From an optimization exercise on the open Yosys and OpenROAD flow, aimed at small area, a short achievable clock period and few clock cycles; shortcuts taken in it are not production practice.

## the reference run
==> module Core, before the edit <==
module Core (
    clk,
    rst,
    init_PC,
    imem_addr,
    imem_rdata,
    dmem_addr,
    dmem_we,
    dmem_wdata,
    dmem_rdata,
    halted
);
input clk;
input rst;
input [7:0] init_PC;
output [7:0] imem_addr;
input [11:0] imem_rdata;
output [7:0] dmem_addr;
output dmem_we;
output [7:0] dmem_wdata;
input [7:0] dmem_rdata;
output reg halted;
reg [7:0] sa;        
reg kill;            
reg [3:0] op;        
reg [7:0] imm;
reg stall;           
reg pend;            
reg z, n;
reg [3:0] cnt;       
reg [7:0] s0, s1;
reg [7:0] below;     
reg e_pushi;         
reg e_ld;            
reg e_pop;           
reg e_st;
reg e_alu;
reg e_sub;
reg e_jmp, e_jz, e_jn;   
wire e_push = e_pushi | e_ld;    
wire ex_taken = e_jmp | (e_jz & z) | (e_jn & n);
assign imem_addr = sa;
assign dmem_addr = imm;
assign dmem_we = e_st;
assign dmem_wdata = s0;
wire [3:0] rop = imem_rdata[11:8];
wire r_halt = rop[3];
wire r_jmp = (rop == 4'd3);
wire r_jz = (rop == 4'd4);
wire r_jn = (rop == 4'd5);
wire capture = ~kill & ~halted & ~stall & ~ex_taken;
wire early_res = e_pushi & (r_jmp | r_jz | r_jn);
wire early_taken = e_pushi & (r_jmp | (r_jz & z) | (r_jn & n));
wire [3:0] nop = stall ? op : rop;
wire nv = stall | (capture & ~r_halt);
wire njres = ~stall & early_res;    
wire n_stall = e_ld & ((rop[3:1] == 3'b001) | (rop[3:1] == 3'b010));
wire ngo = nv & ~n_stall;
wire n_full = e_push ? (cnt == 4'd7) : ((e_pop | e_alu) ? 1'b0 : cnt[3]);
wire [7:0] sa_inc = sa + 8'd1;
wire [7:0] alu_b = e_sub ? ~s1 : s1;
wire [7:0] alu_a = pend ? dmem_rdata : s0;
wire [7:0] alu_r = alu_a + alu_b + {7'd0, e_sub};
wire [7:0] cz = {alu_a[6:0] | s1[6:0], 1'b0};
wire z_add = &((alu_a ^ s1) ~^ cz);
wire z_sub = (alu_a == s1);
always @(posedge clk) begin
    if (rst) begin
        sa <= init_PC;
        kill <= 1'b1;
        stall <= 1'b0;
        pend <= 1'b0;
        halted <= 1'b0;
        z <= 1'b0;
        n <= 1'b0;
        cnt <= 4'd0;
        s0 <= 8'd0;
        s1 <= 8'd0;
        e_pushi <= 1'b0;
        e_ld <= 1'b0;
        e_pop <= 1'b0;
        e_st <= 1'b0;
        e_alu <= 1'b0;
        e_jmp <= 1'b0;
        e_jz <= 1'b0;
        e_jn <= 1'b0;
    end else begin
        kill <= ex_taken | early_taken;
        sa <= ({8{ex_taken}} & s0) | ({8{early_taken}} & imm) |
              ({8{n_stall}} & sa) | ({8{~(ex_taken | early_taken | n_stall)}} & sa_inc);
        if (!stall) begin
            op <= rop;
            imm <= imem_rdata[7:0];
        end
        if (capture & r_halt)
            halted <= 1'b1;
        stall <= n_stall;
        pend <= e_ld;
        e_pushi <= ngo & (nop == 4'd0) & ~n_full;
        e_ld <= ngo & (nop == 4'd1) & ~n_full;
        e_pop <= ngo & ((nop[3:1] == 3'b001) | (nop[3:1] == 3'b010));
        e_st <= ngo & (nop == 4'd2);
        e_alu <= ngo & (nop[3:1] == 3'b011);
        e_jmp <= ngo & ~njres & (nop == 4'd3);
        e_jz <= ngo & ~njres & (nop == 4'd4);
        e_jn <= ngo & ~njres & (nop == 4'd5);
        if (e_push)
            cnt <= cnt + 4'd1;
        else if (e_pop & (cnt != 4'd0))
            cnt <= cnt - 4'd1;
        else if (e_alu & (cnt != 4'd1))
            cnt <= (cnt == 4'd0) ? 4'd1 : cnt - 4'd1;
        if (e_pushi)
            s0 <= imm;
        else if (e_pop)
            s0 <= s1;
        else if (e_alu)
            s0 <= alu_r;
        else if (pend)
            s0 <= dmem_rdata;
        if (e_push)
            s1 <= pend ? dmem_rdata : s0;
        else if (e_pop | e_alu)
            s1 <= below;
        if (e_alu) begin
            z <= e_sub ? z_sub : z_add;
            n <= alu_r[7];
        end
    end
end
always @(posedge clk)
    e_sub <= (nop == 4'd7);
reg [7:0] f0, f1, f2, f3, f4, f5;
always @(posedge clk) begin
    if (e_push) begin
        case (cnt)
            4'd2: f0 <= s1;
            4'd3: f1 <= s1;
            4'd4: f2 <= s1;
            4'd5: f3 <= s1;
            4'd6: f4 <= s1;
            4'd7: f5 <= s1;
            default: ;
        endcase
    end
end
always @(*) begin
    case (cnt)
        4'd3: below = f0;
        4'd4: below = f1;
        4'd5: below = f2;
        4'd6: below = f3;
        4'd7: below = f4;
        4'd8: below = f5;
        default: below = 8'd0;
    endcase
end
endmodule
clock: 4.0 ns
lec_check: 0
abc_clock_period_in_ps: 1800
cap_margin: 20
core_margin: 2
core_utilization: 40
setup_slack_margin: 2.0
slew_margin: 20
standard.sh (not shown) runs the stock make flow with config.mk's settings and CLKGATE_MAP_FILE= SYNTH_SCRIPT=/design/flow/synth_recipe.tcl, a recipe that flattens the netlist after the stock synthesis.
==> flow/flow/run.sh <==
#!/bin/bash
# The standard layout (the standard.sh), except that the port buffers
# are sky130_fd_sc_hd__buf_1 cells rather than the delay buffers that
# buffer_ports picks by default. make's full output goes to standard.log;
# ORFS keeps each step's own log under orfs/logs/.
set -euo pipefail
export BUFFER_PORTS_ARGS="-buffer_cell sky130_fd_sc_hd__buf_1"
bash standard.sh > standard.log 2>&1
The following lists how the trial run was set up differently from the reference run:
diff --git a/flow/design.v b/flow/design.v
--- a/flow/design.v
+++ b/flow/design.v
@@ -28,22 +28,25 @@
 reg pend;            
 reg z, n;
 reg [3:0] cnt;       
 reg [7:0] s0, s1;
 reg [7:0] below;     
 reg e_pushi;         
-reg e_ld;            
+reg e_ldp;           
+reg e_ldl;           
+wire e_ld = e_ldp | e_ldl;
 reg e_pop;           
 reg e_st;
 reg e_alu;
 reg e_sub;
 reg e_jmp, e_jz, e_jn;   
 wire e_push = e_pushi | e_ld;    
 wire ex_taken = e_jmp | (e_jz & z) | (e_jn & n);
 assign imem_addr = sa;
-assign dmem_addr = imm;
+wire port_x = e_st | e_ldl;     
+assign dmem_addr = port_x ? imm : imem_rdata[7:0];
 assign dmem_we = e_st;
 assign dmem_wdata = s0;
 wire [3:0] rop = imem_rdata[11:8];
 wire r_halt = rop[3];
 wire r_jmp = (rop == 4'd3);
 wire r_jz = (rop == 4'd4);
@@ -51,22 +54,21 @@
 wire capture = ~kill & ~halted & ~stall & ~ex_taken;
 wire early_res = e_pushi & (r_jmp | r_jz | r_jn);
 wire early_taken = e_pushi & (r_jmp | (r_jz & z) | (r_jn & n));
 wire [3:0] nop = stall ? op : rop;
 wire nv = stall | (capture & ~r_halt);
 wire njres = ~stall & early_res;    
-wire n_stall = e_ld & ((rop[3:1] == 3'b001) | (rop[3:1] == 3'b010));
+wire n_stall = e_ldl & ~r_halt & (rop[3:1] != 3'b000);
 wire ngo = nv & ~n_stall;
 wire n_full = e_push ? (cnt == 4'd7) : ((e_pop | e_alu) ? 1'b0 : cnt[3]);
 wire [7:0] sa_inc = sa + 8'd1;
 wire [7:0] alu_b = e_sub ? ~s1 : s1;
-wire [7:0] alu_a = pend ? dmem_rdata : s0;
-wire [7:0] alu_r = alu_a + alu_b + {7'd0, e_sub};
-wire [7:0] cz = {alu_a[6:0] | s1[6:0], 1'b0};
-wire z_add = &((alu_a ^ s1) ~^ cz);
-wire z_sub = (alu_a == s1);
+wire [7:0] alu_r = s0 + alu_b + {7'd0, e_sub};
+wire [7:0] cz = {s0[6:0] | s1[6:0], 1'b0};
+wire z_add = &((s0 ^ s1) ~^ cz);
+wire z_sub = (s0 == s1);
 always @(posedge clk) begin
     if (rst) begin
         sa <= init_PC;
         kill <= 1'b1;
         stall <= 1'b0;
         pend <= 1'b0;
@@ -74,13 +76,14 @@
         z <= 1'b0;
         n <= 1'b0;
         cnt <= 4'd0;
         s0 <= 8'd0;
         s1 <= 8'd0;
         e_pushi <= 1'b0;
-        e_ld <= 1'b0;
+        e_ldp <= 1'b0;
+        e_ldl <= 1'b0;
         e_pop <= 1'b0;
         e_st <= 1'b0;
         e_alu <= 1'b0;
         e_jmp <= 1'b0;
         e_jz <= 1'b0;
         e_jn <= 1'b0;
@@ -92,15 +95,16 @@
             op <= rop;
             imm <= imem_rdata[7:0];
         end
         if (capture & r_halt)
             halted <= 1'b1;
         stall <= n_stall;
-        pend <= e_ld;
+        pend <= e_ldl;
         e_pushi <= ngo & (nop == 4'd0) & ~n_full;
-        e_ld <= ngo & (nop == 4'd1) & ~n_full;
+        e_ldp <= ngo & (nop == 4'd1) & ~n_full & ~stall & ~port_x;
+        e_ldl <= ngo & (nop == 4'd1) & ~n_full & (stall | port_x);
         e_pop <= ngo & ((nop[3:1] == 3'b001) | (nop[3:1] == 3'b010));
         e_st <= ngo & (nop == 4'd2);
         e_alu <= ngo & (nop[3:1] == 3'b011);
         e_jmp <= ngo & ~njres & (nop == 4'd3);
         e_jz <= ngo & ~njres & (nop == 4'd4);
         e_jn <= ngo & ~njres & (nop == 4'd5);
@@ -113,13 +117,13 @@
         if (e_pushi)
             s0 <= imm;
         else if (e_pop)
             s0 <= s1;
         else if (e_alu)
             s0 <= alu_r;
-        else if (pend)
+        else if (e_ld | pend)
             s0 <= dmem_rdata;
         if (e_push)
             s1 <= pend ? dmem_rdata : s0;
         else if (e_pop | e_alu)
             s1 <= below;
         if (e_alu) begin
### Flow results
- Global-route usage: the trial run vs the reference run up 0.24 points
- Summary — synthesized area, the trial run relative to the reference run: higher, by about 5.6%.
- Setup slack: the trial run less than the reference run
- The reference run → the trial run: wire length of the first global-routing pass now larger, fraction of synthesized area in multiplexers moved up, required time of the critical path went down, transition at the pin with the smallest max-transition slack decreased by 200 ps relative to the old numbers, total die area increased 740 um^2.
- Worst setup slack after placement: the trial run < the reference run
- [compare] base=the reference run new=the trial run: non-clock buffer count increased 16, final area increased 7.3%.
No functional check of the RTL was part of any run of this note.

## re-timing with driven ports
The results above use ideal ports. As a check the final layouts listed here were re-extracted and re-timed, cells and wires unchanged.
Step 1: set_driving_cell puts a clkbuf_16 on clk and a buf_2 on each other input, an assumption about the parent block.
Step 2 times the ports against the registers' clock, not the clock port: input delays grow and output delays shrink by t, the midpoint of the rising clock arrivals with the driver on.
Slacks: ideal ports / drivers / drivers and shift; pairs: ideal ports / drivers.
run	shift t [ns]	setup WS [ns]	worst setup path at the end
the reference run	0.390	1.916 / 1.933 / 1.543	input to register
the trial run	0.392	1.788 / 1.748 / 1.610	input to register
After both steps setup and hold are still met in every run listed. For the reference run, which loses most, drivers alone change the setup slack by +0.017 ns; drivers and shift together by -0.373 ns.
